From an optimization exercise on the open Yosys and OpenROAD flow, aimed at small area, a short achievable clock period and few clock cycles per item; shortcuts taken in it are not production practice.
RTL that was checked went through simulation tests only; none was proved equivalent to the original.
No functional check of the RTL was part of run 5.
No activity file was given, so power comes from the tool's default toggle rates.

==> flow/design.v <==
`timescale 1ns / 1ps
module BkCarry #(parameter WIDTH = 17, parameter LOGW = 5) (
    input  [WIDTH-1:0] p,
    input  [WIDTH-1:0] g,
    input              ci,
    output [WIDTH-1:0] co
);
    integer i, j;
    reg [WIDTH-1:0] pp, gg;
    always @* begin
        pp = p;
        gg = g;
        gg[0] = g[0] | (p[0] & ci);
        for (i = 1; i <= LOGW; i = i + 1) begin
            for (j = 2**i - 1; j < WIDTH; j = j + 2**i) begin
                gg[j] = gg[j] | (pp[j] & gg[j - 2**(i-1)]);
                pp[j] = pp[j] & pp[j - 2**(i-1)];
            end
        end
        for (i = LOGW; i > 0; i = i - 1) begin
            for (j = 2**i + 2**(i-1) - 1; j < WIDTH; j = j + 2**i) begin
                gg[j] = gg[j] | (pp[j] & gg[j - 2**(i-1)]);
                pp[j] = pp[j] & pp[j - 2**(i-1)];
            end
        end
    end
    assign co = gg;
endmodule
`timescale 1ns / 1ps
module Lzc16 (
    input  [15:0] x,
    output [3:0]  n
);
    wire       z3 = ~|x[15:8];
    wire [7:0] y8 = z3 ? x[7:0] : x[15:8];
    wire       z2 = ~|y8[7:4];
    wire [3:0] y4 = z2 ? y8[3:0] : y8[7:4];
    wire       z1 = ~|y4[3:2];
    wire [1:0] y2 = z1 ? y4[1:0] : y4[3:2];
    wire       z0 = ~y2[1];
    assign n = {z3, z2, z1, z0};
endmodule
module PrefixOr16 (
    input  [15:0] x,
    output [15:0] y
);
    wire [15:0] l1 = x  | {x[14:0], 1'b0};
    wire [15:0] l2 = l1 | {l1[13:0], 2'b0};
    wire [15:0] l3 = l2 | {l2[11:0], 4'b0};
    assign y       = l3 | {l3[7:0], 8'b0};
endmodule
`timescale 1ns / 1ps
module ALU_16bit (
    input              clk,
    input              rst,
    input              start,
    input       [3:0]  op,
    input  signed [15:0] A,
    input  signed [15:0] B,
    output reg signed [15:0] Z_low,
    output     signed [15:0] Z_high,
    output reg         valid
);
    reg  [15:0] zh_r;
    reg         zh_ext;
    assign Z_high = zh_r | {16{zh_ext & Z_low[15]}};
    reg        s_mul;      
    reg        s_norm;     
    reg        s_iter;     
    reg        s_fix;      
    reg  [3:0] cnt;
    reg        d_one, d_two, d_neg;    
    reg        f_one, f_two, f_neg;    
    reg        triv;       
    wire idle   = ~(s_mul | s_norm | s_iter | s_fix);
    wire go     = start & idle;
    wire op_mul = (op == 4'b0010);
    wire op_div = (op == 4'b0011);
    wire sign_a = A[15];
    wire sign_b = B[15];
    wire sign_q = A[15] ^ B[15];
    reg  sa_r, sb_r, sq_r;
    wire dz     = ~|B;
    wire [15:0] xa = {A[14:0] ^ {15{sign_a}}, 1'b1};
    wire [15:0] xb = {B[14:0] ^ {15{sign_b}}, 1'b1};
    wire [3:0]  ca1, cb1;
    Lzc16 lza (.x(xa), .n(ca1));
    Lzc16 lzb (.x(xb), .n(cb1));
    wire        npw   = sign_a & ~|({A[14:0], 1'b0} & ~A);
    wire [5:0]  u_k   = {2'b00, cb1} - {2'b00, ca1} + {5'd0, npw};       
    wire        trivial = u_k[5];                      
    wire        t_zero = A[15] & ~A[14] & (&B);
    wire [3:0]  u_ld  = u_k[3:0] | {4{t_zero}};        
    wire [16:0] a_ext  = {A, 1'b0};
    wire [1:0]  nxt_j  = s_mul ? {1'b1, ~cnt[1]} : 2'd1;
    wire [2:0]  trp_lo = a_ext[{nxt_j, 2'b00} +: 3];
    wire [2:0]  trp_hi = a_ext[{nxt_j, 2'b10} +: 3];
    wire n_one = trp_lo[1] ^ trp_lo[0];
    wire n_two = (trp_lo == 3'b011) | (trp_lo == 3'b100);
    wire n_neg = trp_lo[2] & ~(trp_lo[1] & trp_lo[0]);
    wire m_one = trp_hi[1] ^ trp_hi[0];
    wire m_two = (trp_hi == 3'b011) | (trp_hi == 3'b100);
    wire m_neg = trp_hi[2] & ~(trp_hi[1] & trp_hi[0]);
    wire        r_neg  = zh_r[15];                  
    wire        fix_sb = r_neg & sq_r;
    wire [19:0] ax = ({20{s_mul}}  & {{4{zh_r[15]}}, zh_r})
                   | ({20{s_iter}} & {{3{zh_r[15]}}, zh_r, Z_low[15]})
                   | ({20{s_fix}}  & ({{4{zh_r[15]}}, zh_r} ^ {20{sa_r}}))
                   | ({20{idle & A[1]}} & {{3{B[15]}}, B, 1'b0});
    wire e1   = (s_mul & d_one) | s_iter | (s_fix & r_neg) | (idle & A[0]);
    wire e2   = s_mul & d_two;
    wire inv  = (s_mul & d_neg) | (s_iter & ~(sb_r ^ r_neg)) | (s_fix & fix_sb);
    wire h1   = (s_mul & f_one) | (idle & A[2]);
    wire h2   = (s_mul & f_two) | (idle & A[3] & ~A[2]);
    wire hinv = (s_mul & f_neg) | (idle & A[3]);
    wire        mul_any = s_mul | idle;
    wire [17:0] by18 = (({18{e1}} & {{2{B[15]}}, B}) | ({18{e2}} & {B[15], B, 1'b0})) ^ {18{inv}};
    wire [19:0] by  = {{2{by18[17]}}, by18};
    wire [17:0] hy  = ((({18{h1}} & {{2{B[15]}}, B}) | ({18{h2}} & {B[15], B, 1'b0})) ^ {18{hinv}});
    wire [19:0] ty  = mul_any ? {hy, hinv, inv} : 20'd0;
    wire [19:0] cs_s = ax ^ by ^ ty;
    wire [19:0] cs_c = {(ax[18:0] & by[18:0]) | (ax[18:0] & ty[18:0]) | (by[18:0] & ty[18:0]),
                        (mul_any & hinv) | (s_fix & fix_sb)};
    wire        a_ci = mul_any ? hinv : (s_iter ? inv : sa_r);
    wire [20:0] s21 = {cs_s, 1'b1} + {cs_c, a_ci};
    wire [19:0] sum = s21[20:1];
    wire        sub  = op[0] | op[2];              
    wire [16:0] ae   = {A[15], A};
    wire [16:0] be   = {B[15], B} ^ {17{sub}};
    wire [16:0] ap   = ae ^ be;
    wire [16:0] ag   = ae & be;
    wire [16:0] aco;
    BkCarry #(.WIDTH(17), .LOGW(5)) acy (.p(ap), .g(ag), .ci(sub), .co(aco));
    wire [16:0] add  = ap ^ {aco[15:0], sub};
    wire        cn_on = s_norm ? sa_r : sq_r;        
    wire [15:0] zl_or;                                
    PrefixOr16 zpo (.x(Z_low), .y(zl_or));
    wire [15:0] zl_cn = Z_low ^ ({zl_or[14:0], 1'b0} & {16{cn_on}});
    wire        right  = op[0];                    
    wire [15:0] r_in   = s_norm ? zl_cn : (right ? {A[14:0], A[15]} : A);
    wire [3:0]  r_amt  = (B[3:0] ^ {4{right}}) & {4{~s_norm}} | (~cnt & {4{s_norm}});
    wire [31:0] r_dbl  = {r_in, r_in} << r_amt;
    wire [15:0] rot    = r_dbl[31:16];
    wire [15:0] hmask  = 16'hFFFF << r_amt;        
    wire [15:0] shr_m  = 16'hFFFF >> B[3:0];
    wire        lt  = add[16];
    wire        eq  = &ap[15:0];
    wire        op_cmp = (op == 4'b0100);
    wire        op_log = (op[3:2] == 2'b01 & op[1:0] != 2'b00) | (op[3:1] == 3'b100);   
    wire        op_shl = (op == 4'b1010);
    wire        op_shr = (op == 4'b1011);
    wire        op_rot = (op[3:1] == 3'b110);
    wire        op_sum = (op[3:1] == 3'b000);                                          
    wire        g_t11 = (op == 4'b0110) | (op == 4'b1000);                      
    wire        g_t01 = (op == 4'b0101) | (op == 4'b1000) | (op == 4'b1001);   
    wire        g_t00 = (op == 4'b0101) | (op == 4'b0111);                      
    reg  [15:0] logic_r;
    integer li;
    always @(*)
        for (li = 0; li < 16; li = li + 1)
            logic_r[li] = A[li] ? (B[li] ? g_t11 : g_t01) : (B[li] ? g_t01 : g_t00);
    wire [15:0] sh_m  = ({16{op_shl}} & hmask) | ({16{op_shr}} & shr_m) | {16{op_rot}};
    wire [15:0] res   = ({16{op_sum}} & add[15:0])
                      | ({16{op_div}} & A)
                      | ({16{op_log}} & logic_r)
                      | (sh_m & rot)
                      | {{15{op_cmp & lt}}, op_cmp & (lt | ~eq)};
    wire take = ~sum[19];                 
    wire sel_mul  = s_mul | (idle & op_mul);
    wire sel_norm = s_norm;
    wire sel_iter = s_iter;
    wire sel_fix  = s_fix;
    wire sel_idle = idle & ~op_mul;
    always @(posedge clk or negedge rst) begin
        if (!rst) begin
            valid  <= 1'b0;
            s_mul  <= 1'b0;
            s_norm <= 1'b0;
            s_iter <= 1'b0;
            s_fix  <= 1'b0;
            cnt    <= 4'd0;
        end else begin
            valid <= 1'b0;
            if (go) begin
                if (op_mul) begin
                    s_mul <= 1'b1;
                    cnt   <= 4'd2;
                end else if (op_div) begin
                    s_norm <= 1'b1;
                    cnt    <= u_ld;
                end else begin
                    valid <= 1'b1;
                end
            end
            if (s_mul) begin
                cnt <= cnt - 4'd1;
                if (cnt[1:0] == 2'd0) begin
                    s_mul <= 1'b0;
                    valid <= 1'b1;
                end
            end
            if (s_norm) begin
                s_norm <= 1'b0;
                if (triv)
                    valid  <= 1'b1;
                else
                    s_iter <= 1'b1;
            end
            if (s_iter) begin
                cnt <= cnt - 4'd1;
                if (cnt[3:0] == 4'd0) begin
                    s_iter <= 1'b0;
                    if (sq_r | sa_r | ~take)
                        s_fix <= 1'b1;
                    else
                        valid <= 1'b1;
                end
            end
            if (s_fix) begin
                s_fix <= 1'b0;
                valid <= 1'b1;
            end
        end
    end
    always @(posedge clk) begin
        d_one <= n_one;
        d_two <= n_two;
        d_neg <= n_neg;
        f_one <= m_one;
        f_two <= m_two;
        f_neg <= m_neg;
        triv  <= trivial | dz;
        sa_r  <= sign_a;
        sb_r  <= sign_b;
        sq_r  <= sign_q;
        zh_r   <= ({16{sel_mul}}  & sum[19:4])
                | ({16{sel_norm}} & (triv ? A : (rot & ~hmask)))
                | ({16{sel_iter | sel_fix}} & sum[15:0])
                | ({16{sel_idle & op_div}} & A);
        zh_ext <= sel_idle & op_sum;
        Z_low  <= ({16{sel_mul}}  & {sum[3:0], Z_low[15:4]})
                | ({16{sel_norm}} & (triv ? {16{dz}} : (rot & hmask)))
                | ({16{sel_iter}} & {Z_low[14:0], take})
                | ({16{sel_fix}}  & zl_cn)
                | ({16{sel_idle}} & res);
    end
endmodule
==> flow/flow/run.sh <==
#!/bin/bash
# The standard layout, except that the ports are buffered with buf_2 cells
# instead of the default delay-type buffer.  Each tool's output is in
# standard.log (make) and orfs/logs/.
export BUFFER_PORTS_ARGS="-buffer_cell sky130_fd_sc_hd__buf_2"
bash standard.sh > standard.log 2>&1
==> flow/standard.sh <==
#!/bin/bash
# synth_recipe.tcl (not shown) runs the flow's synth.tcl, then flattens the netlist and writes it again
# the make line also repeats each setting of config.mk as NAME=value (left out here)
make -C /OpenROAD-flow-scripts/flow DESIGN_CONFIG=/design/flow/config.mk WORK_HOME=/design/flow/orfs CLKGATE_MAP_FILE= SYNTH_SCRIPT=/design/flow/synth_recipe.tcl "${@:-finish}"
==> flow/config.mk <==
export PLATFORM = sky130hd
export DESIGN_NAME = ALU_16bit
export DESIGN_NICKNAME = ALU_16bit
export VERILOG_FILES = /design/flow/design.v
export SDC_FILE = /design/flow/constraint.sdc
export NUM_CORES = 4
export LEC_CHECK = 0
export ABC_AREA = 1
export CAP_MARGIN = 20
export CORE_MARGIN = 2
export CORE_UTILIZATION = 40
export SETUP_SLACK_MARGIN = 1.3
export SLEW_MARGIN = 20
==> flow/constraint.sdc <==
create_clock -name core_clock -period 6.0 [get_ports {clk}]
set_input_delay 1.2000 -clock core_clock [delete_from_list [all_inputs] [get_ports {clk}]]
set_output_delay 1.2000 -clock core_clock [all_outputs]
set_load 0.01 [all_outputs]
==> impl_metrics.ini, run 1 <==
[cells_and_area]
stdcell_count = 2063
num_antenna_cells = 0
seqCellArea_mm2 = 0.00109
final_nets = 1844
num-fill-cells = 2909
stdcell_area_mm2 = 0.0112
final_cell_mix = nand2_1 (384), inv_1 (212), nand3_1 (212), a21oi_1 (86), o21ai_0 (84)
multi_input_area_mm2 = 0.00811
drive_gt1_frac = 0.116
syn_to_final_growth_pct = 7.06
fin_util = 0.434
layout_commonest_cell = nand2_1

[route]
drt.antenna.violating_nets = 0
drt_iter0_markers = 1744
drt-total-wl_um = 47900
vias = 12600
via_per_inst = 6.09
drc = 0
first_pass_iters = 9
detail_route.wl_per_cell_um = 23.2

[global_routing]
grt_pass1_wl_um = 71800
grt_pass1_vias = 11600
antenna_found_initial = 0
grtUsageTotal = 0.337
grt_max_degree = 40
globalRoute.totalOverflow = 0

[yosys]
synth_compound_area_frac = 0.222
seq_area_frac_synth = 0.103
yosys-mux-area-fraction = 0.00107
ys_warn_count = 2
synth_xor_area_frac = 0.0883
synthAdderAreaFrac = 0.114
synth_area_per_cell_um2 = 6.15
ys_ff_latch = 52
synth-main-ff-cell = dfxtp_1
synth-simple-area-share = 0.342
synth_top_family_by_area = simple AND/OR/NAND/NOR gates
async_reset_ff_frac = 0.173
synthesis.area_mm2 = 0.0105
synth_nets = 1825
synth_enable_flop_cells = 0
postSynthCellCount = 1708
yosys.cell_types.count = 57

[sta]
tns_ns = 0
fin_crit_sh = 0.769
fmax_mhz = 217
slew_violations = 0
setup_viol_count_final = 0
fin_skew_ns = 0.0141
period_needed_ns = 4.61
grt_setup_unrepaired = true
worst_pin_slew_ns = 0.992
final.setup.worst_slack_ns = 1.39
finalHoldViolCount = 0
slew_headroom = 0.339

[die]
io_pins = 72
dieArea_mm2 = 0.0276
initial_utilization = 0.405
core_area_mm2 = 0.0259
die_w_um = 166
dieHeight_um = 166
rows = 59

[setup_path]
reg2reg_from = s_fix$_DFF_PN0_
end_kind = flop
worstPathMaxFanout = 16
worst_r2r_endpoint = zh_r[11]$_DFF_P_
critical_path_arrival_ns = 4.76
crit_path_start_kind = input pin
required_ns = 6.15
rr_worst_depth = 17
crit_type = in2reg
rrSetupSlack_ns = 1.40

[clock_network]
clock_latency_ns = 0.33
cts_sinks = 52
clockBufferDepth = 2
clk_pin_slew_worst_paths_ns = 0.10
clock-root-buffer = clkbuf_16
tritoncts = yes
htree_num_levels = 2
cts_buffers = 5
cts.hold.buffers_added = 0

[power_and_ir_drop]
power_density_mw_per_mm2 = 718
p_sw_frac = 0.618
internal-power_w = 0.00309
seqPwrFrac = 0.091
p_comb_frac = 0.867
irDropWorstVdd_mv = 0.537
leakage_nw = 5.39
p_switching_w = 0.00499
clock_power_share = 0.042

[min_path]
hold_end = cnt[2]$_DFFE_PN0P_
hold_path.class = reg2reg
worstHoldPathCells = 2
hp-start = cnt[2]$_DFFE_PN0P_

[placement]
place_inst = 2046
post_dp_cell_area_mm2 = 0.0109
io_buffers = 71
pre_cts_slack_ns = 0.668
dp.final_hpwl_um = 37900
finalWeightedCongestion = 0.992

[run_status]
status = timing/DRC/antenna clean

[flow_run]
drv_cap = 0
power by group through the flow:
stage,clock network (W),logic [W],registers [W]
2_1_floorplan,0,0.00485,0.000663
4_1_cts,0.000337,0.00672,0.000724
3_5_place_dp,0,0.00667,0.000729
5_1_grt,0.000347,0.00773,0.000751
6_report,0.000339,0.00700,0.000732
3_3_place_gp,0,0.00670,0.000727
critical path, cell delays in order:
cell       delay (ns)
buf_2            0.19
inv_1            0.16
o21ai_2          0.25
inv_4            0.13
o22ai_1          0.16
xor2_1           0.35
fa_1             0.49
ha_1             0.36
nand3_1          0.09
nand2_1          0.16
a21boi_2         0.08
buf_4            0.14
o21ai_1          0.25
a21boi_2         0.12
or2_2            0.31
nand3_1          0.08
o2111ai_1        0.21
flip-flops by register name, indices dropped and copies added (netlist names):
signal,flops
s_norm,1
sq_r,1
s_mul,1
valid,1
f_one,1
Z_low,16
sb_r,1
s_iter,1
zh_r,16
f_two,1
cnt,4
d_two,1
d_neg,1
sa_r,1
d_one,1
triv,1
zh_ext,1
f_neg,1
s_fix,1
cells in the mapped netlist (all sizes together) (29+ instances only):
cell / n / area (um2)
inv: 229 / 862
nand2: 391 / 1490
buf: 63 / 375
xor2: 62 / 551
nand4: 32 / 200
o21ai: 106 / 609
dfxtp: 43 / 861
xnor2: 43 / 377
a21oi: 87 / 435
o22ai: 56 / 350
fa: 29 / 581
nor2: 95 / 394
ha: 49 / 613
o211ai: 35 / 263
nand3: 236 / 1300
how the worst max path moves through the flow:
stage	start	end	cells past startpoint	slack (ns)
3_5_place_dp	A[0]	zh_r[11]$_DFF_P_	16	0.67
3_3_place_gp	A[2]	zh_r[11]$_DFF_P_	16	0.63
6_report	A[0]	zh_r[11]$_DFF_P_	17	1.39
4_1_cts	A[2]	zh_r[11]$_DFF_P_	17	1.28
2_1_floorplan	A[3]	zh_r[11]$_DFF_P_	18	1.38
5_1_grt	A[3]	zh_r[11]$_DFF_P_	18	1.13
routing by layer:
metal,share of wire,up-vias,track usage
li1,-,5837,-
met1,0.41,5854,0.456
met2,0.43,743,0.525
met3,0.099,135,0.0636
met4,0.055,0,0.146
met5,0,-,0
through the flow:
| step | power (W) | hold WS (ns) |
|---|---|---|
| 6_report | 0.00807 | 0.617 |
| 5_1_grt | 0.00883 | 0.658 |
| 4_1_cts | 0.00778 | 0.608 |
| 3_5_place_dp | 0.00740 | 0.591 |
| 3_3_place_gp | 0.00743 | 0.577 |
| 2_1_floorplan | 0.00551 | 0.524 |
layout make-up:
type	count	share of cell area
multi-input cells	1335	0.722
flip-flops and latches	52	0.0968
repair buffers	98	0.0520
well taps	335	0.0373
clock inverters	3	0.00189
clock buffers	5	0.0111
inverters	235	0.0793
logic make-up (layout without fill, tap and decap cells):
| kind of cell | Yosys count | in the layout |
|---|---|---|
| adders and majority gates | 78 | 78 |
| buffers and inverters | 321 | 341 |
| AOI/OAI and AO/OA | 363 | 363 |
| xor gates and xnor gates | 105 | 105 |
| muxes | 1 | 1 |
| and+or+nand+nor | 788 | 788 |
| DFF | 52 | 52 |
what timing repair did:
| item | CTS | global route |
|---|---|---|
| endpoints found under the setup margin | 13 | 17 |
| pin swaps | 0 | 6 |
| gates resized for setup | 8 | 17 |
| setup buffers | 0 | 9 |
Testbench counts, summed over its fixed seeds: cycles 36,454, items 24,000.
==> run 2, diff against run 1 <==
--- a/flow/design.v
+++ b/flow/design.v
@@ -137,8 +137,9 @@
     PrefixOr16 zpo (.x(Z_low), .y(zl_or));
     wire [15:0] zl_cn = Z_low ^ ({zl_or[14:0], 1'b0} & {16{cn_on}});
     wire        right  = op[0];                    
-    wire [15:0] r_in   = s_norm ? zl_cn : (right ? {A[14:0], A[15]} : A);
-    wire [3:0]  r_amt  = (B[3:0] ^ {4{right}}) & {4{~s_norm}} | (~cnt & {4{s_norm}});
+    wire [15:0] r_in   = s_norm ? zl_cn : A;
+    wire [3:0]  s_neg  = 4'd0 - B[3:0];
+    wire [3:0]  r_amt  = s_norm ? ~cnt : (right ? s_neg : B[3:0]);
     wire [31:0] r_dbl  = {r_in, r_in} << r_amt;
     wire [15:0] rot    = r_dbl[31:16];
     wire [15:0] hmask  = 16'hFFFF << r_amt;        
--- a/flow/config.mk
+++ b/flow/config.mk
@@ -9,5 +9,5 @@
 export CAP_MARGIN = 20
 export CORE_MARGIN = 2
 export CORE_UTILIZATION = 40
-export SETUP_SLACK_MARGIN = 1.3
+export SETUP_SLACK_MARGIN = 1.9
 export SLEW_MARGIN = 20
==> impl_metrics.ini, run 2 <==
[yosys]
synth_enable_flop_cells = 0
ys_ff_latch = 52
synth_nets = 1798
postSynthCellCount = 1676
synth_top_area_share = 0.128
yosys.cell_types.count = 57
synth_area_per_cell_um2 = 6.06
yosysTopAreaCell = nand2_1
seq_area_frac_synth = 0.107
synth-main-ff-cell = dfxtp_1
ys_warn_count = 2
yosys-top-cells-area = nand2_1 (13%), nand3_1 (11%), dfxtp_1 (8.5%)
yosys.cell_count.top_type = nand2_1
synth_common_cells = nand2_1 (347), nand3_1 (219), inv_1 (203), a21oi_1 (111), o21ai_0 (103)
synthesis.area_mm2 = 0.0102
async_reset_ff_frac = 0.173

[placement]
finalWeightedCongestion = 1.02
dp.final_hpwl_um = 39200
io_buffers = 71
post_dp_cell_area_mm2 = 0.0107

[route]
top_layer_used = met4
drt-total-wl_um = 52100
vias = 13000
wl_met3_um = 6180
first_pass_iters = 6
drt.antenna.violating_nets = 0
wl_met1_um = 21600
via_per_inst = 6.22
detail_route.wl_per_cell_um = 24.9
drt_iter0_markers = 2122
drc = 0
met2_length_um = 21600

[cells_and_area]
stdcell_area_mm2 = 0.0126
drive_gt1_frac = 0.230
layout_commonest_cell = nand2_1
seqCellArea_mm2 = 0.00109
final_cell_mix = nand2_1 (323), nand3_1 (213), inv_1 (182), a21oi_1 (92), nor2_1 (86)
final_nets = 1887
syn_to_final_growth_pct = 24.5
multi_input_area_mm2 = 0.00886
num-fill-cells = 2600
top_regs = Z_low: 16 flops, zh_r: 16 flops, cnt: 4 flops

[sta]
slew_violations = 0
finalHoldViolCount = 0
grt_setup_unrepaired = true
slew_headroom = 0.297
tns_ns = 0
setup_viol_count_final = 0
period_needed_ns = 4.13
fmax_mhz = 242
fin_crit_sh = 0.689
worst_pin_slew_ns = 1.04
fin_skew_ns = 0.0191

[global_routing]
grt_pass1_wl_um = 73800
grt_pass1_vias = 11700
antenna_found_initial = 1
grtUsageTotal = 0.372
grt_max_degree = 33
globalRoute.totalOverflow = 0

[setup_path]
worstPathMaxFanout = 8
path_cells = buf_4, inv_4, o22ai_4, buf_12, inv_4, o22ai_2, xor2_2, fa_1, inv_2, ha_4, a21oi_4, a21boi_4, o21ai_2, a21oi_2, o21ai_2, nand2_1, nand3b_1, nand3_1, o211ai_1
crit_type = in2reg
cp_top_family = compound AO/OA/AOI/OAI gates
end_kind = flop
crit_path_start_kind = input pin
slowest_stage = fa_1
path_buf_inv = 5
max_stage_delay_ns = 0.49
required_ns = 6.20
critical_path_arrival_ns = 4.33

[power_and_ir_drop]
irDropWorstVdd_mv = 0.457
leakage_nw = 5.83
power_density_mw_per_mm2 = 637

[run_status]
status = timing/DRC/antenna clean

[die]
io_pins = 72
dieArea_mm2 = 0.0267
core_area_mm2 = 0.0250
dieHeight_um = 163
rows = 58
die_w_um = 163
initial_utilization = 0.406

[clock_network]
clockBufferDepth = 2
htree_num_levels = 2
clock-root-buffer = clkbuf_16
cts_sinks = 52
cts.hold.buffers_added = 0
tritoncts = yes
clk_pin_slew_worst_paths_ns = 0.10
cts_buffers = 5
clock_latency_ns = 0.33

[min_path]
hold_path.class = reg2reg

[flow_run]
drv_cap = 0
## run 2: cell count changes after synthesis, moves of 12 or more
| cell | previous run | this run |
|---|---|---|
| nand3_2 | 24 | 9 |
| buf_2 | 42 | 28 |
| nor2_1 | 84 | 99 |
| inv_1 | 215 | 203 |
| o211ai_1 | 35 | 13 |
| a21oi_1 | 87 | 111 |
| nand2_1 | 384 | 347 |
| o21ai_0 | 85 | 103 |
## run 2: layer usage
metal | track usage | up-vias
li1 | - | 5875
met1 | 0.533 | 6012
met2 | 0.549 | 972
met3 | 0.0658 | 174
met4 | 0.144 | 0
met5 | 0 | -
## run 2: cell families (layout without fill, tap and decap cells)
group	count (synthesis)	in the layout	share of synthesized area
compound gates	388	389	0.233
fa+ha+maj	83	83	0.124
mux	1	1	0.00111
other cells	0	1	0
buf+inv	306	394	0.124
xor+xnor	97	97	0.0836
simple gates	749	750	0.328
flops	52	52	0.107
## run 2: metrics by stage
step | instances | hold WS [ns] | total power (W) | setup slack, ns | util
finish | 2097 | 0.623 | 0.00805 | 1.87 | 0.505
global route | 2096 | 0.640 | 0.00852 | 1.77 | 0.505
CTS | 2045 | 0.644 | 0.00647 | 1.85 | 0.455
detailed placement | 2015 | 0.624 | 0.00561 | 0.861 | 0.428
global placement | 2015 | 0.615 | 0.00565 | 0.913 | 0.427
floorplan | 1676 | 0.520 | 0.00412 | 1.90 | -
## run 2: layout make-up
| type | count | share of cell area |
|---|---|---|
| Tap cell | 330 | 0.0327 |
| Antenna cell | 1 | 0.000198 |
| Timing Repair inverter | 2 | 0.00119 |
| Clock buffer | 5 | 0.00990 |
| Multi-Input combinational cell | 1320 | 0.700 |
| Inverter | 230 | 0.0738 |
| Sequential cell | 52 | 0.0863 |
| Timing Repair Buffer | 154 | 0.0938 |
| Clock inverter | 3 | 0.00168 |
## run 2: worst paths after layout
| kind | from | to | slack [ns] | cells past startpoint |
|---|---|---|---|---|
| setup / recovery | A[2] | zh_r[15]$_DFF_P_ | 1.87 | 19 |
| hold / removal | cnt[2]$_DFFE_PN0P_ | cnt[2]$_DFFE_PN0P_ | 0.62 | 2 |
| setup reg to reg | s_fix$_DFF_PN0_ | zh_r[15]$_DFF_P_ | 1.92 | 20 |
| hold reg to reg | cnt[2]$_DFFE_PN0P_ | cnt[2]$_DFFE_PN0P_ | 0.62 | 2 |
| max in group asynchronous | rst | s_iter$_DFF_PN0_ | 4.90 | 1 |
| min in group asynchronous | rst | s_fix$_DFF_PN0_ | 0.78 | 1 |
## run 2: tightest hold or removal path, stage by stage (launching register included)
cell and delay (ns):
dfrtp_1 0.43, inv_1 0.09, o21ai_1 0.07
## run 2: repair_timing
item / 4_1_cts / 5_1_grt
pin swaps: 15 / 77
buffers inserted: 21 / 46
cloned: 1 / 5
resized for setup: 86 / 194
endpoints found under the setup margin: 33 / 28
## run 2: where the power goes
group / total [W] / internal (W) / switching [W]
clock network: 0.000331 / 0.000157 / 0.000173
logic: 0.00704 / 0.00280 / 0.00424
registers: 0.000675 / 0.000491 / 0.000184
total: 0.00805 / 0.00345 / 0.00460
Testbench counts of run 2, summed over its fixed seeds: cycles 36,454, items 24,000.
==> run 3, diff against run 2 <==
--- a/flow/config.mk
+++ b/flow/config.mk
@@ -6,8 +6,8 @@
 export NUM_CORES = 4
 export LEC_CHECK = 0
 export ABC_AREA = 1
-export CAP_MARGIN = 20
+export CAP_MARGIN = 10
 export CORE_MARGIN = 2
 export CORE_UTILIZATION = 40
-export SETUP_SLACK_MARGIN = 1.9
-export SLEW_MARGIN = 20
+export SETUP_SLACK_MARGIN = 1.3
+export SLEW_MARGIN = 10
==> impl_metrics.ini, run 3 <==
[global_routing]
globalRoute.totalOverflow = 0
grtUsageTotal = 0.357
grt_max_degree = 33
antenna_found_initial = 1
grt_pass1_wl_um = 71200
grt_pass1_vias = 11400

[cells_and_area]
num-fill-cells = 2770
stdcell_count = 2030
layout_commonest_cell = nand2_1
final_cell_mix = nand2_1 (345), nand3_1 (218), inv_1 (199), a21oi_1 (108), o21ai_0 (100)
final_nets = 1821
top_regs = Z_low: 16 flops, zh_r: 16 flops, cnt: 4 flops
num_antenna_cells = 0
syn_to_final_growth_pct = 8.01
fin_util = 0.438
drive_gt1_frac = 0.108

[clock_network]
clockBufferDepth = 2
clk_pin_slew_worst_paths_ns = 0.08
cts_buffers = 5
clock_latency_ns = 0.33
htree_num_levels = 2
clock-root-buffer = clkbuf_16
cts_sinks = 52
tritoncts = yes
cts.hold.buffers_added = 0

[setup_path]
worst_r2r_endpoint = Z_low[0]$_DFF_P_
end_kind = flop
required_ns = 6.27
critical_path_arrival_ns = 4.83
worstPathMaxFanout = 16
reg2reg_from = s_mul$_DFF_PN0_
crit_path_start_kind = input pin
rrSetupSlack_ns = 1.55
crit_type = in2reg
rr_worst_depth = 23

[yosys]
synth-simple-area-share = 0.328
synthAdderAreaFrac = 0.124
yosys-mux-area-fraction = 0.00111
synth_common_cells = nand2_1 (347), nand3_1 (219), inv_1 (203), a21oi_1 (111), o21ai_0 (103)
synth-main-ff-cell = dfxtp_1
synth_enable_flop_cells = 0
yosys.cell_count.top_type = nand2_1
synthesis.area_mm2 = 0.0102
synth_area_per_cell_um2 = 6.06
synth_compound_area_frac = 0.233
postSynthCellCount = 1676
synth_nets = 1798
synth_top_family_by_area = simple AND/OR/NAND/NOR gates
yosysTopAreaCell = nand2_1
yosys-top-cells-area = nand2_1 (13%), nand3_1 (11%), dfxtp_1 (8.5%)
seq_area_frac_synth = 0.107
yosys.cell_types.count = 57
synth_top_area_share = 0.128
ys_ff_latch = 52
ys_warn_count = 2
synth_xor_area_frac = 0.0836
async_reset_ff_frac = 0.173

[sta]
worst_pin_slew_ns = 1.02
tns_ns = 0
period_needed_ns = 4.56
setup_viol_count_final = 0
finalHoldViolCount = 0
fin_skew_ns = 0.00708
slew_headroom = 0.316
slew_violations = 0
fmax_mhz = 219
grt_setup_unrepaired = true
fin_crit_sh = 0.760

[die]
initial_utilization = 0.406
rows = 58
core_area_mm2 = 0.0250
die_w_um = 163
dieArea_mm2 = 0.0267
io_pins = 72
dieHeight_um = 163

[route]
first_pass_iters = 6
via_per_inst = 6.11
vias = 12400
drc = 0
drt_iter0_markers = 1838
drt.antenna.violating_nets = 0
drt-total-wl_um = 47800
detail_route.wl_per_cell_um = 23.5

[min_path]
hold_end = cnt[2]$_DFFE_PN0P_
hold_path.class = reg2reg
worstHoldPathCells = 2
hp-start = cnt[2]$_DFFE_PN0P_

[placement]
io_buffers = 71
place_inst = 2021
dp.final_hpwl_um = 37800
finalWeightedCongestion = 1.02

[flow_run]
drv_cap = 0

[power_and_ir_drop]
irDropWorstVdd_mv = 0.363
power_density_mw_per_mm2 = 549
leakage_nw = 5.29

[run_status]
status = timing/DRC/antenna clean
[run 3: how the worst max path moves through the flow]
stage                     start               end  slack [ns]  cells after the start
after floorplan            A[2]  zh_r[15]$_DFF_P_        1.64                     18
after global placement     A[0]  zh_r[15]$_DFF_P_        0.74                     18
after detailed placement   A[0]  zh_r[15]$_DFF_P_        0.71                     18
after CTS                  A[0]   valid$_DFF_PN0_        1.29                     19
after global routing       A[0]   valid$_DFF_PN0_        1.24                     19
final                      A[0]  Z_low[0]$_DFF_P_        1.44                     21
[run 3: critical path: stages]
cell	delay, ns
buf_2	0.25
clkinvlp_4	0.27
o21ai_4	0.24
inv_2	0.17
nand2_1	0.09
nand2_1	0.10
xor2_2	0.18
inv_1	0.11
fa_1	0.48
ha_2	0.41
nand2_1	0.09
inv_1	0.08
nand3_1	0.12
nor3_2	0.18
nand4_1	0.12
nand3_1	0.14
xor2_2	0.24
nand2_1	0.10
o221ai_1	0.09
inv_1	0.07
nand3_1	0.08
[run 3: cells by family after synthesis]
| family | after synthesis |
|---|---|
| fa+ha+maj | 83 |
| flops | 52 |
| simple gates | 749 |
| mux | 1 |
| xor+xnor | 97 |
| buf+inv | 306 |
| compound gates | 388 |
[run 3: layout make-up]
type | instances | area [um2] | share of cell area
clock inverters | 2 | 13.8 | 0.00125
clock buffers | 6 | 129 | 0.0117
well taps | 330 | 413 | 0.0376
multi-input cells | 1318 | 7920 | 0.722
repair buffers | 92 | 526 | 0.0479
flip-flops and latches | 52 | 1090 | 0.0990
inverters | 230 | 886 | 0.0807
[run 3: timing repair]
item | in CTS | in global routing
setup buffers | 1 | 0
resized for setup | 6 | 31
setup endpoints to repair | 10 | 18
[run 3: power by group]
group	switching, W	internal (W)
clock network	0.000176	0.000158
registers	0.000159	0.000489
logic	0.00335	0.00168
[run 3: metal layers]
metal,vias to the layer above,wire [um],global-route usage
met3,141,5030,0.0693
met1,5758,20000,0.487
met4,0,2500,0.173
met2,752,20300,0.538
met5,-,0,0
li1,5750,-,-
[run 3: through the flow]
step                hold slack, ns  power [W]  worst slack, ns  cell area, um2
global route                 0.675    0.00654             1.24           11000
global placement             0.618    0.00547            0.744           10700
detailed placement           0.637    0.00545            0.710           10700
floorplan                    0.520    0.00406             1.64           10200
CTS                          0.650    0.00581             1.29           10900
finish                       0.646    0.00602             1.44           11000
==> run 4, diff against run 3 <==
--- a/flow/config.mk
+++ b/flow/config.mk
@@ -5,9 +5,9 @@
 export SDC_FILE = /design/flow/constraint.sdc
 export NUM_CORES = 4
 export LEC_CHECK = 0
-export ABC_AREA = 1
-export CAP_MARGIN = 10
+export ABC_AREA = 0
+export CAP_MARGIN = 20
 export CORE_MARGIN = 2
 export CORE_UTILIZATION = 40
 export SETUP_SLACK_MARGIN = 1.3
-export SLEW_MARGIN = 10
+export SLEW_MARGIN = 20
==> impl_metrics.ini, run 4 <==
[clock_network]
tritoncts = yes
cts_buffers = 5
clock-root-buffer = clkbuf_16
clock_latency_ns = 0.32
cts_sinks = 52
htree_num_levels = 2
clk_pin_slew_worst_paths_ns = 0.09
clockBufferDepth = 2

[global_routing]
grtUsageTotal = 0.336
grt_pass1_wl_um = 73100
antenna_found_initial = 0
grt_max_degree = 45
globalRoute.totalOverflow = 0
grt_pass1_vias = 11500

[route]
first_pass_iters = 9
drt.antenna.violating_nets = 0
vias = 12800
via_per_inst = 6.75
drt_iter0_markers = 1774
detail_route.wl_per_cell_um = 26.0
drt-total-wl_um = 49500
drc = 0

[setup_path]
slowest_stage = fa_1
path_buf_inv = 4
path_depth = 18
cp-startpoint = A[2]
max_stage_delay_ns = 0.54
worstPathMaxFanout = 13
rrSetupSlack_ns = 1.49
end_kind = flop
rr_worst_depth = 19
endpoint = zh_r[12]$_DFF_P_
cp_top_family = compound AO/OA/AOI/OAI gates
critical_path_arrival_ns = 4.74
required_ns = 6.17
crit_type = in2reg
crit_path_start_kind = input pin
path_cells = buf_2, clkinvlp_4, a32o_2, buf_6, a22oi_2, xnor2_2, fa_1, inv_1, ha_2, a21oi_2, nor2b_1, o21ai_1, nand2_1, a221o_1, a21oi_2, xnor2_2, a222oi_1, o211ai_1
reg2reg_from = s_mul$_DFF_PN0_
worst_r2r_endpoint = zh_r[12]$_DFF_P_

[power_and_ir_drop]
clock_power_share = 0.038
seqPwrFrac = 0.105
p_comb_frac = 0.857
irDropWorstVdd_mv = 0.520
power_density_mw_per_mm2 = 685
p_sw_frac = 0.560
internal-power_w = 0.00365
p_switching_w = 0.00466
leakage_nw = 4.89

[cells_and_area]
top_regs = Z_low: 16 flops, zh_r: 16 flops, cnt: 4 flops
final_cell_mix = nand2_1 (155), a21oi_1 (128), nor2_1 (115), o21ai_0 (93)
num_antenna_cells = 0
syn_to_final_growth_pct = 12.8
multi_input_area_mm2 = 0.00917
final_nets = 1682
fin_util = 0.455
drive_gt1_frac = 0.158
layout_commonest_cell = nand2_1
stdcell_area_mm2 = 0.0121
seqCellArea_mm2 = 0.00109
num-fill-cells = 2777

[placement]
finalWeightedCongestion = 1.03
io_buffers = 71
post_dp_cell_area_mm2 = 0.0113
dp.final_hpwl_um = 36600

[yosys]
yosys-top-cells-area = dfxtp_1 (8.0%), xnor2_1 (6.8%), a21oi_1 (6.3%)
yosys.cell_types.count = 86
ys_warn_count = 2
yosysTopAreaCell = dfxtp_1
synth_nets = 1682
synth_common_cells = nand2_1 (156), a21oi_1 (135), nor2_1 (117), clkbuf_1 (110), o21ai_0 (104)
ys_ff_latch = 52
postSynthCellCount = 1560
synth_top_area_share = 0.0801
synthesis.area_mm2 = 0.0108
synth-main-ff-cell = dfxtp_1
synth_enable_flop_cells = 0
synth_area_per_cell_um2 = 6.89
yosys.cell_count.top_type = nand2_1
async_reset_ff_frac = 0.173
seq_area_frac_synth = 0.101

[sta]
tns_ns = 0
whs_ns = 0.668
grt_setup_unrepaired = false
finalHoldViolCount = 0
slew_violations = 0
setup_viol_count_final = 0
worst_pin_slew_ns = 1.05
slew_headroom = 0.299
fin_skew_ns = 0.0152
fin_crit_sh = 0.763
fmax_mhz = 219
period_needed_ns = 4.58

[die]
die_w_um = 168
core_area_mm2 = 0.0267
initial_utilization = 0.403
dieHeight_um = 168
rows = 60
io_pins = 72
dieArea_mm2 = 0.0282

[min_path]
worstHoldPathCells = 2
hold_path.class = reg2reg

[run_status]
status = timing/DRC/antenna clean

[flow_run]
drv_cap = 0
-- run 4: cell types whose count changed in the layout (fill, tap and decap cells not counted), sizes merged, moves of 26 or more --
cell and delta:
buf +45, xor2 -39, nand2 -197, o22ai -51, inv -143, mux2i +31
a22oi +43, nand3 -183, xnor2 +50, a31oi +26, nand2b +30, nor3 +34
-- run 4: layout make-up --
type / count / share of cell area
Clock buffer: 6 / 0.0106
Inverter: 85 / 0.0278
Sequential cell: 52 / 0.0897
Clock inverter: 2 / 0.00134
Multi-Input combinational cell: 1274 / 0.756
Timing Repair Buffer: 142 / 0.0791
Tap cell: 341 / 0.0352
-- run 4: worst min path at each step --
stage / startpoint / end / slack, ns
2_1_floorplan: sq_r$_DFF_P_ / s_fix$_DFF_PN0_ / 0.52
3_3_place_gp: cnt[2]$_DFFE_PN0P_ / cnt[2]$_DFFE_PN0P_ / 0.64
3_5_place_dp: cnt[2]$_DFFE_PN0P_ / cnt[2]$_DFFE_PN0P_ / 0.63
4_1_cts: cnt[2]$_DFFE_PN0P_ / cnt[2]$_DFFE_PN0P_ / 0.65
5_1_grt: sa_r$_DFF_P_ / s_fix$_DFF_PN0_ / 0.73
6_report: cnt[2]$_DFFE_PN0P_ / cnt[2]$_DFFE_PN0P_ / 0.67
-- run 4: power groups by stage --
| stage | logic (W) | clock network (W) | registers (W) |
|---|---|---|---|
| after floorplan | 0.00458 | 0 | 0.000625 |
| after global placement | 0.00594 | 0 | 0.000854 |
| after detailed placement | 0.00598 | 0 | 0.000853 |
| after CTS | 0.00614 | 0.000315 | 0.000847 |
| after global routing | 0.00769 | 0.000329 | 0.000881 |
| final | 0.00712 | 0.000314 | 0.000873 |
-- run 4: layer usage --
layer | GRT usage | vias up | routed length, um
met4 | 0.132 | 0 | 2260
li1 | - | 5741 | -
met3 | 0.0825 | 154 | 5950
met2 | 0.505 | 890 | 20700
met5 | 0 | - | 0
met1 | 0.462 | 6059 | 20600
-- run 4: per-stage QoR --
step	cells	total power, W	setup slack [ns]
final	1902	0.00831	1.42
after global routing	1902	0.00890	1.28
after CTS	1879	0.00731	1.27
after detailed placement	1867	0.00683	0.578
after global placement	1867	0.00680	0.673
after floorplan	1560	0.00520	1.18
-- run 4: timing repair --
item	4_1_cts	5_1_grt
cloned	0	1
endpoints found under the hold margin	0	0
hold buffers	0	0
pin swaps	5	26
endpoints found under the setup margin	16	20
setup buffers	4	22
resized for setup	19	95
-- run 4: cells by family after synthesis --
| family | synth area share |
|---|---|
| simple gates | 0.219 |
| buf+inv | 0.0861 |
| compound gates | 0.349 |
| xor+xnor | 0.0880 |
| mux | 0.0404 |
| flops | 0.101 |
| fa+ha+maj | 0.117 |
-- run 4: worst register-to-register path, cell delays in order, from the launching register on --
cell and delay (ns):
dfrtp_2 0.50, or2_1 0.29, nor3_2 0.18, buf_4 0.21
a32o_2 0.28, buf_6 0.20, a22oi_2 0.10, xnor2_2 0.18
fa_1 0.54, inv_1 0.05, ha_2 0.31, a21oi_2 0.14
nor2b_1 0.06, o21ai_1 0.13, nand2_1 0.08, a221o_1 0.37
a21oi_2 0.23, xnor2_2 0.11, a222oi_1 0.28, o211ai_1 0.13
==> run 5, diff against run 4 <==
--- a/flow/design.v
+++ b/flow/design.v
@@ -117,7 +117,7 @@
     wire [17:0] by18 = (({18{e1}} & {{2{B[15]}}, B}) | ({18{e2}} & {B[15], B, 1'b0})) ^ {18{inv}};
     wire [19:0] by  = {{2{by18[17]}}, by18};
     wire [17:0] hy  = ((({18{h1}} & {{2{B[15]}}, B}) | ({18{h2}} & {B[15], B, 1'b0})) ^ {18{hinv}});
-    wire [19:0] ty  = mul_any ? {hy, hinv, inv} : 20'd0;
+    wire [19:0] ty  = {hy, hinv, mul_any & inv};
     wire [19:0] cs_s = ax ^ by ^ ty;
     wire [19:0] cs_c = {(ax[18:0] & by[18:0]) | (ax[18:0] & ty[18:0]) | (by[18:0] & ty[18:0]),
                         (mul_any & hinv) | (s_fix & fix_sb)};
--- a/flow/config.mk
+++ b/flow/config.mk
@@ -5,7 +5,7 @@
 export SDC_FILE = /design/flow/constraint.sdc
 export NUM_CORES = 4
 export LEC_CHECK = 0
-export ABC_AREA = 0
+export ABC_AREA = 1
 export CAP_MARGIN = 20
 export CORE_MARGIN = 2
 export CORE_UTILIZATION = 40
==> impl_metrics.ini, run 5 <==
[setup_path]
critical_path_arrival_ns = 4.76
crit_type = in2reg
worst_r2r_endpoint = zh_r[15]$_DFF_P_
end_kind = flop
worstPathMaxFanout = 9
required_ns = 6.21
rr_worst_depth = 21
rrSetupSlack_ns = 1.67
reg2reg_from = s_fix$_DFF_PN0_
crit_path_start_kind = input pin

[route]
vias = 12400
drt.antenna.violating_nets = 0
detail_route.wl_per_cell_um = 23.2
drt-total-wl_um = 47400
via_per_inst = 6.08
drc = 0
drt_iter0_markers = 1702
first_pass_iters = 8

[cells_and_area]
final_cell_mix = nand2_1 (331), inv_1 (216), nand3_1 (206), a21oi_1 (108), nor2_1 (98)
syn_to_final_growth_pct = 8.46
fin_util = 0.442
seqCellArea_mm2 = 0.00109
num_antenna_cells = 0
top_regs = Z_low: 16 flops, zh_r: 16 flops, cnt: 4 flops
num-fill-cells = 2824
multi_input_area_mm2 = 0.00799
drive_gt1_frac = 0.115
final_nets = 1837
stdcell_count = 2046
layout_commonest_cell = nand2_1

[sta]
setup_viol_count_final = 0
grt_setup_unrepaired = false
tns_ns = 0
fin_crit_sh = 0.759
worst_pin_slew_ns = 0.969
slew_violations = 0
fin_skew_ns = 0.00949
finalHoldViolCount = 0
period_needed_ns = 4.55
fmax_mhz = 220
slew_headroom = 0.354

[power_and_ir_drop]
irDropWorstVdd_mv = 0.300
leakage_nw = 5.40
fin_total_pwr_w = 0.00620
power_density_mw_per_mm2 = 555

[clock_network]
clockBufferDepth = 2
cts.hold.buffers_added = 0
cts_buffers = 5
tritoncts = yes
clock-root-buffer = clkbuf_16
clk_pin_slew_worst_paths_ns = 0.08
htree_num_levels = 2
cts_sinks = 52
clock_latency_ns = 0.32

[min_path]
hold_path.class = reg2reg
hp-start = cnt[3]$_DFFE_PN0P_
hold_end = cnt[3]$_DFFE_PN0P_
worstHoldPathCells = 2

[global_routing]
antenna_found_initial = 0
grtUsageTotal = 0.348
grt_pass1_wl_um = 70300
grt_max_degree = 33
globalRoute.totalOverflow = 0
grt_pass1_vias = 11400

[yosys]
synth_nets = 1805
yosys-top-cells-area = nand2_1 (12%), nand3_1 (10%), dfxtp_1 (8.4%)
seq_area_frac_synth = 0.105
synth_top_area_share = 0.121
yosys.cell_types.count = 55
yosysTopAreaCell = nand2_1
synthesis.area_mm2 = 0.0103
synth_area_per_cell_um2 = 6.12
synth_enable_flop_cells = 0
yosys.cell_count.top_type = nand2_1
ys_warn_count = 2
ys_ff_latch = 52
async_reset_ff_frac = 0.173
synth_common_cells = nand2_1 (333), inv_1 (222), nand3_1 (206), a21oi_1 (113), nor2_1 (99)
synth-main-ff-cell = dfxtp_1
postSynthCellCount = 1683

[flow_run]
drv_cap = 0

[die]
io_pins = 72
rows = 58
dieArea_mm2 = 0.0270
dieHeight_um = 164
core_area_mm2 = 0.0253
initial_utilization = 0.408
die_w_um = 164

[placement]
io_buffers = 71
place_inst = 2032
dp.final_hpwl_um = 38100
finalWeightedCongestion = 1.04

[run_status]
status = timing/DRC/antenna clean
[run 5: routing by layer]
metal / share of wire / routed length (um) / vias up / GRT usage
met2: 0.41 / 19300 / 793 / 0.514
met4: 0.061 / 2900 / 0 / 0.171
met5: 0 / 0 / - / 0
li1: - / - / 5788 / -
met1: 0.42 / 20000 / 5727 / 0.485
met3: 0.11 / 5200 / 140 / 0.0625
[run 5: how the worst max path moves through the flow]
stage | end | from | cells past startpoint
after CTS | valid$_DFF_PN0_ | A[0] | 18
after detailed placement | valid$_DFF_PN0_ | A[0] | 18
after floorplan | cnt[1]$_DFFE_PN0P_ | B[15] | 17
after global routing | cnt[3]$_DFFE_PN0P_ | B[14] | 18
after global placement | s_fix$_DFF_PN0_ | A[2] | 19
final | Z_low[15]$_DFF_P_ | B[3] | 21
[run 5: metrics by stage]
step                hold WS (ns)  instance area (um2)  worst slack (ns)
detailed placement         0.575                10900             0.764
finish                     0.586                11200              1.45
CTS                        0.586                11000              1.28
floorplan                  0.542                10300              1.54
global placement           0.575                10900             0.823
global route               0.604                11200              1.30
[run 5: logic make-up after synthesis]
family,after synthesis,share of synthesized area
AOI/OAI and AO/OA,383,0.227
xor gates and xnor gates,97,0.0832
adders and majority gates,83,0.122
buffers and inverters,318,0.127
DFF,52,0.105
muxes,1,0.00109
and+or+nand+nor,749,0.335
[run 5: cell type report]
| class | count | area share |
|---|---|---|
| multi-input combinational | 1313 | 0.716 |
| sequential | 52 | 0.0975 |
| inverter | 243 | 0.0840 |
| timing repair buffer | 99 | 0.0509 |
| tap | 330 | 0.0370 |
| clock buffer | 7 | 0.0138 |
| clock inverter | 1 | 0.000784 |
| timing repair inverter | 1 | 0.000448 |
[run 5: power breakdown]
part	switching (W)	internal [W]	total [W]	leakage [nW]
Clock	0.000161	0.000183	0.000344	0.0797
Sequential	0.000161	0.000491	0.000652	0.472
Combinational	0.00348	0.00172	0.00521	4.85
[run 5: critical path: stages]
cell       delay (ns)
buf_2            0.30
clkinv_1         0.33
xor2_1           0.26
ha_1             0.35
nand2_1          0.06
inv_1            0.08
nand2_1          0.05
nand2_1          0.11
nand2_1          0.07
o2111ai_1        0.16
inv_1            0.15
nor2_1           0.11
nor2_1           0.08
o21a_1           0.19
fa_1             0.40
xor2_1           0.17
o22ai_1          0.11
a21oi_2          0.29
nand3_1          0.15
nand2_1          0.09
nand2_1          0.05
[run 5: what timing repair did]
item | in CTS | in global routing
gates cloned | 0 | 1
pin swaps | 0 | 1
gates resized for setup | 8 | 27
buffers inserted | 0 | 5
endpoints found under the setup margin | 9 | 13
==> run 6, diff against run 5 <==
--- a/flow/design.v
+++ b/flow/design.v
@@ -117,7 +117,7 @@
     wire [17:0] by18 = (({18{e1}} & {{2{B[15]}}, B}) | ({18{e2}} & {B[15], B, 1'b0})) ^ {18{inv}};
     wire [19:0] by  = {{2{by18[17]}}, by18};
     wire [17:0] hy  = ((({18{h1}} & {{2{B[15]}}, B}) | ({18{h2}} & {B[15], B, 1'b0})) ^ {18{hinv}});
-    wire [19:0] ty  = {hy, hinv, mul_any & inv};
+    wire [19:0] ty  = mul_any ? {hy, hinv, inv} : 20'd0;
     wire [19:0] cs_s = ax ^ by ^ ty;
     wire [19:0] cs_c = {(ax[18:0] & by[18:0]) | (ax[18:0] & ty[18:0]) | (by[18:0] & ty[18:0]),
                         (mul_any & hinv) | (s_fix & fix_sb)};
--- a/flow/config.mk
+++ b/flow/config.mk
@@ -9,5 +9,6 @@
 export CAP_MARGIN = 20
 export CORE_MARGIN = 2
 export CORE_UTILIZATION = 40
-export SETUP_SLACK_MARGIN = 1.3
+export PLACE_DENSITY = 0.75
+export SETUP_SLACK_MARGIN = 1.5
 export SLEW_MARGIN = 20
==> impl_metrics.ini, run 6 <==
[placement]
io_buffers = 71
dp.final_hpwl_um = 37200
finalWeightedCongestion = 1.04
pre_cts_slack_ns = 0.645

[yosys]
postSynthCellCount = 1676
yosys.cell_types.count = 57
yosys.cell_count.top_type = nand2_1
synth_nets = 1798
synthesis.area_mm2 = 0.0102
synth_enable_flop_cells = 0
ys_ff_latch = 52
ys_warn_count = 2
seq_area_frac_synth = 0.107
synth_area_per_cell_um2 = 6.06
async_reset_ff_frac = 0.173
yosys-top-cells-area = nand2_1 (13%), nand3_1 (11%), dfxtp_1 (8.5%)
yosysTopAreaCell = nand2_1
synth-main-ff-cell = dfxtp_1
synth_top_area_share = 0.128
synth_common_cells = nand2_1 (347), nand3_1 (219), inv_1 (203), a21oi_1 (111), o21ai_0 (103)

[power_and_ir_drop]
leakage_nw = 5.40
irDropWorstVdd_mv = 0.464
power_density_mw_per_mm2 = 560

[cells_and_area]
top_regs = Z_low: 16 flops, zh_r: 16 flops, cnt: 4 flops
syn_to_final_growth_pct = 12.3
layout_commonest_cell = nand2_1
num-fill-cells = 2668
final_cell_mix = nand2_1 (342), nand3_1 (217), inv_1 (196), a21oi_1 (100)
drive_gt1_frac = 0.137
final_nets = 1838
fin_util = 0.456
num_antenna_cells = 0

[clock_network]
clock_latency_ns = 0.31
tritoncts = yes
clockBufferDepth = 2
clk_pin_slew_worst_paths_ns = 0.08
cts_buffers = 5
htree_num_levels = 2
cts_sinks = 52
clock-root-buffer = clkbuf_16

[sta]
setup_viol_count_final = 0
finalHoldViolCount = 0
fin_crit_sh = 0.733
slew_violations = 0
slew_headroom = 0.359
grt_setup_unrepaired = true
period_needed_ns = 4.40
worst_pin_slew_ns = 0.952
final.setup.worst_slack_ns = 1.60
tns_ns = 0
fmax_mhz = 228
fin_skew_ns = 0.0162

[setup_path]
reg2reg_from = sa_r$_DFF_P_
end_kind = flop
required_ns = 6.21
cp-startpoint = A[3]
crit_path_start_kind = input pin
critical_path_arrival_ns = 4.60
worstPathMaxFanout = 7
crit_type = in2reg

[global_routing]
grt_pass1_vias = 11200
grtUsageTotal = 0.347
antenna_found_initial = 0
grt_max_degree = 33
grt_pass1_wl_um = 69800
globalRoute.totalOverflow = 0

[route]
drt_iter0_markers = 2051
detail_route.wl_per_cell_um = 23.5
first_pass_iters = 10
vias = 12700
via_per_inst = 6.23
drc = 0
drt.antenna.violating_nets = 0
drt-total-wl_um = 48000

[run_status]
status = timing/DRC/antenna clean

[flow_run]
drv_cap = 0

[min_path]
hold_path.class = reg2reg
hp-start = cnt[2]$_DFFE_PN0P_

[die]
die_w_um = 163
dieHeight_um = 163
io_pins = 72
rows = 58
core_area_mm2 = 0.0250
dieArea_mm2 = 0.0267
initial_utilization = 0.406
## run 6: changes by cell type after synthesis, sizes merged, moves of 4 or more
cell    change
nand2      +16
xnor2      +13
xor2       -13
inv        -12
nor3       -12
o21ai      +10
nand3       -4
o221ai      -4
## run 6: worst max-delay path, cell delays in order
cell and delay, ns:
buf_2 0.23, nand4_1 0.19, nor2_2 0.26, a21oi_4 0.11, buf_4 0.18, o22ai_1 0.14, xor2_1 0.12, fa_1 0.55
inv_1 0.04, ha_1 0.38, nand3_1 0.15, nor3_2 0.22, nand4_1 0.14, nand3_2 0.12, xor2_2 0.25, nand3_1 0.14
nand3_1 0.12, inv_1 0.05
## run 6: metrics by stage
stage | std cells | power, W | hold WS (ns) | cell area, um2
final | 2047 | 0.00639 | 0.642 | 11400
after global routing | 2047 | 0.00689 | 0.664 | 11400
after CTS | 2029 | 0.00577 | 0.641 | 11000
after detailed placement | 2017 | 0.00533 | 0.629 | 10700
after global placement | 2017 | 0.00529 | 0.624 | 10700
after floorplan | 1676 | 0.00406 | 0.520 | 10200
## run 6: worst paths after layout
kind	cells past startpoint	end	slack [ns]
worst max register to register	18	Z_low[0]$_DFF_P_	1.67
max in group asynchronous	1	s_mul$_DFF_PN0_	4.97
worst min-delay path	2	cnt[2]$_DFFE_PN0P_	0.64
worst max-delay path	18	s_fix$_DFF_PN0_	1.60
worst min register to register	2	cnt[2]$_DFFE_PN0P_	0.64
min in group asynchronous	1	s_fix$_DFF_PN0_	0.77
## run 6: where the power goes
group	leakage [nW]	total, W	switching [W]	internal, W
Clock	0.0781	0.000356	0.000157	0.000199
Sequential	0.473	0.000672	0.000182	0.000490
Combinational	4.85	0.00537	0.00344	0.00193
## run 6: area by class of cell
cell class	instances	area [um2]	area share
multi-input cells	1319	8140	0.713
repair buffers	108	701	0.0614
clock inverters	1	30.0	0.00263
clock buffers	7	133	0.0116
well taps	330	413	0.0362
flip-flops and latches	52	1090	0.0954
inverters	230	905	0.0793
## run 6: kinds of logic (layout without fill, tap and decap cells)
group	Yosys count	after routing	synth area share
AOI/OAI and AO/OA	388	389	0.233
xor gates and xnor gates	97	97	0.0836
adders and majority gates	83	83	0.124
buffers and inverters	306	346	0.124
DFF	52	52	0.107
muxes	1	1	0.00111
and+or+nand+nor	749	749	0.328
## run 6: metal layers
layer	wire [um]	GRT usage
met1	18600	0.482
met2	20400	0.528
met3	6000	0.0480
met4	3030	0.167
met5	0	0
## run 6: timing repair
action | in CTS | in global routing
pin swaps | 2 | 12
gates cloned | 0 | 1
endpoints found under the hold margin | 0 | 0
resized for setup | 23 | 73
buffers inserted | 4 | 17
hold buffers | 0 | 0
setup endpoints to repair | 25 | 26
Testbench counts of run 6, summed over its fixed seeds: cycles 36,454, items 24,000.
==> run 7, diff against run 6 <==
--- a/flow/config.mk
+++ b/flow/config.mk
@@ -9,6 +9,5 @@
 export CAP_MARGIN = 20
 export CORE_MARGIN = 2
 export CORE_UTILIZATION = 40
-export PLACE_DENSITY = 0.75
-export SETUP_SLACK_MARGIN = 1.5
+export SETUP_SLACK_MARGIN = 1.3
 export SLEW_MARGIN = 20
==> impl_metrics.ini, run 7 <==
[yosys]
yosys-mux-area-fraction = 0.00111
ys_warn_count = 2
synth-main-ff-cell = dfxtp_1
synthesis.area_mm2 = 0.0102
synth_top_area_share = 0.128
yosysTopAreaCell = nand2_1
postSynthCellCount = 1676
synth_area_per_cell_um2 = 6.06
synthAdderAreaFrac = 0.124
ys_ff_latch = 52
synth_enable_flop_cells = 0
synth_nets = 1798
async_reset_ff_frac = 0.173
seq_area_frac_synth = 0.107
synth_xor_area_frac = 0.0836
synth_top_family_by_area = simple AND/OR/NAND/NOR gates
synth_compound_area_frac = 0.233
yosys.cell_count.top_type = nand2_1
yosys-top-cells-area = nand2_1 (13%), nand3_1 (11%), dfxtp_1 (8.5%)
synth_common_cells = nand2_1 (347), nand3_1 (219), inv_1 (203), a21oi_1 (111), o21ai_0 (103)
synth-simple-area-share = 0.328
yosys.cell_types.count = 57

[cells_and_area]
final_nets = 1821
drive_gt1_frac = 0.108
final_cell_mix = nand2_1 (345), nand3_1 (218), inv_1 (199), a21oi_1 (108), o21ai_0 (100)
syn_to_final_growth_pct = 8.01
layout_commonest_cell = nand2_1
num_antenna_cells = 0
top_regs = Z_low: 16 flops, zh_r: 16 flops, cnt: 4 flops
stdcell_area_mm2 = 0.0110

[die]
core_area_mm2 = 0.0250
dieArea_mm2 = 0.0267
io_pins = 72
initial_utilization = 0.406
dieHeight_um = 163
rows = 58
die_w_um = 163

[placement]
dp.final_hpwl_um = 37800
finalWeightedCongestion = 1.02
post_dp_cell_area_mm2 = 0.0107
pre_cts_slack_ns = 0.710
io_buffers = 71

[setup_path]
path_cells = buf_2, clkinvlp_4, o21ai_4, inv_2, nand2_1, nand2_1, xor2_2, inv_1, fa_1, ha_2, nand2_1, inv_1, nand3_1, nor3_2, nand4_1, nand3_1, xor2_2, nand2_1, o221ai_1, inv_1, nand3_1
max_stage_delay_ns = 0.48
crit_type = in2reg
crit_top_cell = nand2_1
path_buf_inv = 6
crit_path_start_kind = input pin
end_kind = flop
worstPathMaxFanout = 16
cp_top_family = simple AND/OR/NAND/NOR gates
slowest_stage = fa_1
required_ns = 6.27
critical_path_arrival_ns = 4.83

[sta]
fmax_mhz = 219
finalHoldViolCount = 0
grt_setup_unrepaired = true
slew_headroom = 0.316
fin_crit_sh = 0.760
fin_skew_ns = 0.00708
final.setup.worst_slack_ns = 1.44
slew_violations = 0
worst_pin_slew_ns = 1.02
period_needed_ns = 4.56
setup_viol_count_final = 0
tns_ns = 0

[global_routing]
grtUsageTotal = 0.357
grt_pass1_wl_um = 71200
grt_pass1_vias = 11400
grt_max_degree = 33
antenna_found_initial = 1
globalRoute.totalOverflow = 0

[route]
drt-total-wl_um = 47800
detail_route.wl_per_cell_um = 23.5
drc = 0
vias = 12400
drt.antenna.violating_nets = 0
first_pass_iters = 6
via_per_inst = 6.11
drt_iter0_markers = 1838

[clock_network]
clock-root-buffer = clkbuf_16
clockBufferDepth = 2
clock_latency_ns = 0.33
cts_sinks = 52
htree_num_levels = 2
clk_pin_slew_worst_paths_ns = 0.08
tritoncts = yes
cts_buffers = 5

[power_and_ir_drop]
p_sw_frac = 0.613
seqPwrFrac = 0.108
irDropWorstVdd_mv = 0.363
p_comb_frac = 0.837
power_density_mw_per_mm2 = 549
clock_power_share = 0.055
p_switching_w = 0.00369
internal-power_w = 0.00233
leakage_nw = 5.29

[flow_run]
drv_cap = 0

[run_status]
status = timing/DRC/antenna clean

[min_path]
hold_path.class = reg2reg
## run 7: cell counts after synthesis
Identical to the previous run, type by type.
## run 7: power by group through the flow
stage          sequential [W]  clock [W]  combinational [W]
3_3_place_gp         0.000646          0            0.00483
3_5_place_dp         0.000650          0            0.00479
2_1_floorplan        0.000610          0            0.00345
6_report             0.000649   0.000333            0.00504
5_1_grt              0.000659   0.000343            0.00554
4_1_cts              0.000642   0.000328            0.00484
## run 7: what timing repair did
action	in CTS	in global routing
setup endpoints to repair	10	18
endpoints found under the hold margin	0	0
resized for setup	6	31
cloned	0	0
pin swaps	0	0
buffers inserted	1	0
hold buffers	0	0
## run 7: final cells by class
class                   instances  area (um2)
inverters                     230         886
well taps                     330         413
flip-flops and latches         52        1090
clock inverters                 2        13.8
repair buffers                 92         526
multi-input cells            1318        7920
clock buffers                   6         129
fillers                      2770       14100
## run 7: kinds of logic after synthesis
kind of cell    after synthesis
simple gates                749
compound gates              388
mux                           1
xor+xnor                     97
buf+inv                     306
fa+ha+maj                    83
flops                        52
## run 7: per-layer routing
layer	vias up	track usage	part of all wire
li1	5750	-	-
met1	5758	0.487	0.42
met2	752	0.538	0.42
met3	141	0.0693	0.11
met4	0	0.173	0.052
met5	-	0	0
## run 7: stage by stage
stage,hold slack (ns),instances,total power (W),util
6_report,0.646,2030,0.00602,0.438
3_3_place_gp,0.618,2021,0.00547,0.427
3_5_place_dp,0.637,2021,0.00545,0.427
5_1_grt,0.675,2030,0.00654,0.438
4_1_cts,0.650,2030,0.00581,0.434
2_1_floorplan,0.520,1676,0.00406,-
## run 7: worst paths after layout
check	from	end	slack, ns	cells after the start
setup / recovery	A[0]	Z_low[0]$_DFF_P_	1.44	21
hold / removal	cnt[2]$_DFFE_PN0P_	cnt[2]$_DFFE_PN0P_	0.65	2
setup reg to reg	s_mul$_DFF_PN0_	Z_low[0]$_DFF_P_	1.55	23
hold reg to reg	cnt[2]$_DFFE_PN0P_	cnt[2]$_DFFE_PN0P_	0.65	2
max in group asynchronous	rst	s_norm$_DFF_PN0_	5.02	1
min in group asynchronous	rst	cnt[2]$_DFFE_PN0P_	0.75	1
## run 7: worst min-delay path, cell delays in order (launching register included)
cell	delay, ns
dfrtp_1	0.43
inv_1	0.09
o21ai_0	0.09
==> run 8, diff against run 7 <==
--- a/flow/config.mk
+++ b/flow/config.mk
@@ -9,5 +9,5 @@
 export CAP_MARGIN = 20
 export CORE_MARGIN = 2
 export CORE_UTILIZATION = 40
-export SETUP_SLACK_MARGIN = 1.3
+export SETUP_SLACK_MARGIN = 1.6
 export SLEW_MARGIN = 20
==> impl_metrics.ini, run 8 <==
[run_status]
status = timing/DRC/antenna clean

[cells_and_area]
top_regs = Z_low: 16 flops, zh_r: 16 flops, cnt: 4 flops
num_antenna_cells = 0
final_cell_mix = nand2_1 (337), nand3_1 (216), inv_1 (194), a21oi_1 (100), nor2_1 (96)
final_nets = 1840
layout_commonest_cell = nand2_1
syn_to_final_growth_pct = 13.3
drive_gt1_frac = 0.150

[setup_path]
path_cells = buf_4, nand4_1, nor2_1, a21oi_2, buf_6, o22ai_1, xor2_1, fa_1, inv_1, ha_2, nand2_2, nor4_1, nand2_1, nand2_2, nand2_2, nand2_1, xor2_2, nand2_1, nand4_1
end_kind = flop
crit_path_start_kind = input pin
path_buf_inv = 3
slowest_stage = fa_1
max_stage_delay_ns = 0.55

[global_routing]
grt_pass1_wl_um = 71300
grtUsageTotal = 0.358
antenna_found_initial = 1
grt_max_degree = 33
globalRoute.totalOverflow = 0
grt_pass1_vias = 11400

[sta]
period_needed_ns = 4.35
fin_skew_ns = 0.00906
slew_violations = 0
finalHoldViolCount = 0
grt_setup_unrepaired = true
worst_pin_slew_ns = 1.10
setup_viol_count_final = 0
slew_headroom = 0.258
fmax_mhz = 230
tns_ns = 0

[yosys]
ys_ff_latch = 52
yosys.cell_count.top_type = nand2_1
seq_area_frac_synth = 0.107
async_reset_ff_frac = 0.173
synthesis.area_mm2 = 0.0102
synth_nets = 1798
yosys-top-cells-area = nand2_1 (13%), nand3_1 (11%), dfxtp_1 (8.5%)
synth_area_per_cell_um2 = 6.06
synth_common_cells = nand2_1 (347), nand3_1 (219), inv_1 (203), a21oi_1 (111), o21ai_0 (103)
postSynthCellCount = 1676
ys_warn_count = 2
yosys.cell_types.count = 57
synth-main-ff-cell = dfxtp_1
synth_enable_flop_cells = 0
synth_top_area_share = 0.128

[die]
core_area_mm2 = 0.0250
initial_utilization = 0.406
dieHeight_um = 163
rows = 58
io_pins = 72
dieArea_mm2 = 0.0267

[placement]
finalWeightedCongestion = 1.02
dp.final_hpwl_um = 37800
place_inst = 2021
io_buffers = 71

[clock_network]
clock-root-buffer = clkbuf_16
htree_num_levels = 2
tritoncts = yes
clock_latency_ns = 0.32
clockBufferDepth = 2
cts.hold.buffers_added = 0
clk_pin_slew_worst_paths_ns = 0.09
cts_buffers = 5

[route]
detail_route.wl_per_cell_um = 23.7
drc = 0
drt.antenna.violating_nets = 0
first_pass_iters = 6
drt_iter0_markers = 1749

[power_and_ir_drop]
irDropWorstVdd_mv = 0.350
power_density_mw_per_mm2 = 588
leakage_nw = 5.44
-- run 8: cell counts after synthesis --
No cell type changed its count.
-- run 8: metrics by stage --
step	power (W)	setup slack, ns	utilization	area (um2)
floorplan	0.00406	1.64	-	10200
global placement	0.00547	0.744	0.427	10700
detailed placement	0.00545	0.710	0.427	10700
CTS	0.00591	1.59	0.438	11000
global route	0.00729	1.51	0.460	11500
finish	0.00677	1.65	0.460	11500
-- run 8: report_power, final --
part	switching, W	internal [W]
clock	0.000176	0.000158
combinational	0.00366	0.00212
sequential	0.000163	0.000490
-- run 8: path summary, 6_finish.rpt --
| kind | startpoint | end | slack, ns | cells past startpoint |
|---|---|---|---|---|
| min in group asynchronous | rst | cnt[2]$_DFFE_PN0P_ | 0.75 | 1 |
| max in group asynchronous | rst | s_norm$_DFF_PN0_ | 5.03 | 1 |
| worst min register to register | cnt[2]$_DFFE_PN0P_ | cnt[2]$_DFFE_PN0P_ | 0.62 | 2 |
| worst min-delay path | cnt[2]$_DFFE_PN0P_ | cnt[2]$_DFFE_PN0P_ | 0.62 | 2 |
| worst max-delay path | A[3] | zh_r[12]$_DFF_P_ | 1.65 | 19 |
| worst max register to register | s_fix$_DFF_PN0_ | zh_r[12]$_DFF_P_ | 1.82 | 20 |
-- run 8: area by class of cell --
type                       count  area, um2
clock buffer                   6        129
tap                          330        413
fill                        2722      13500
multi-input combinational   1318       8230
sequential                    52       1090
inverter                     230        912
timing repair buffer         111        724
clock inverter                 2       13.8
-- run 8: what timing repair did --
item                                   CTS  global route
resized for setup                       29           108
setup endpoints to repair               22            35
pin swaps                                1            23
endpoints found under the hold margin    0             0
buffers inserted                         2            16
cloned                                   0             2
-- run 8: per-layer routing --
layer / share of wire / GRT usage / vias to the layer above / wire length (um)
met5: 0 / 0 / - / 0
met4: 0.056 / 0.171 / 0 / 2740
met3: 0.12 / 0.0686 / 153 / 5730
met2: 0.42 / 0.540 / 815 / 20600
met1: 0.40 / 0.488 / 5844 / 19600
li1: - / - / 5790 / -
-- run 8: cells by family (layout without fill, tap and decap cells) --
logic type	after synthesis	count (layout)	share of synthesized area
AND/OR/NAND/NOR	749	749	0.328
AO/OA/AOI/OAI	388	388	0.233
buffers and inverters	306	349	0.124
XOR/XNOR	97	97	0.0836
adder cells (fa/ha/maj)	83	83	0.124
flip-flops	52	52	0.107
multiplexers	1	1	0.00111
-- run 8: tightest hold or removal path: cells and delay by family, from the launching register on --
family                 cells  cell delay (ns)
buffers and inverters      1             0.09
flip-flops                 1             0.43
AO/OA/AOI/OAI              1             0.07
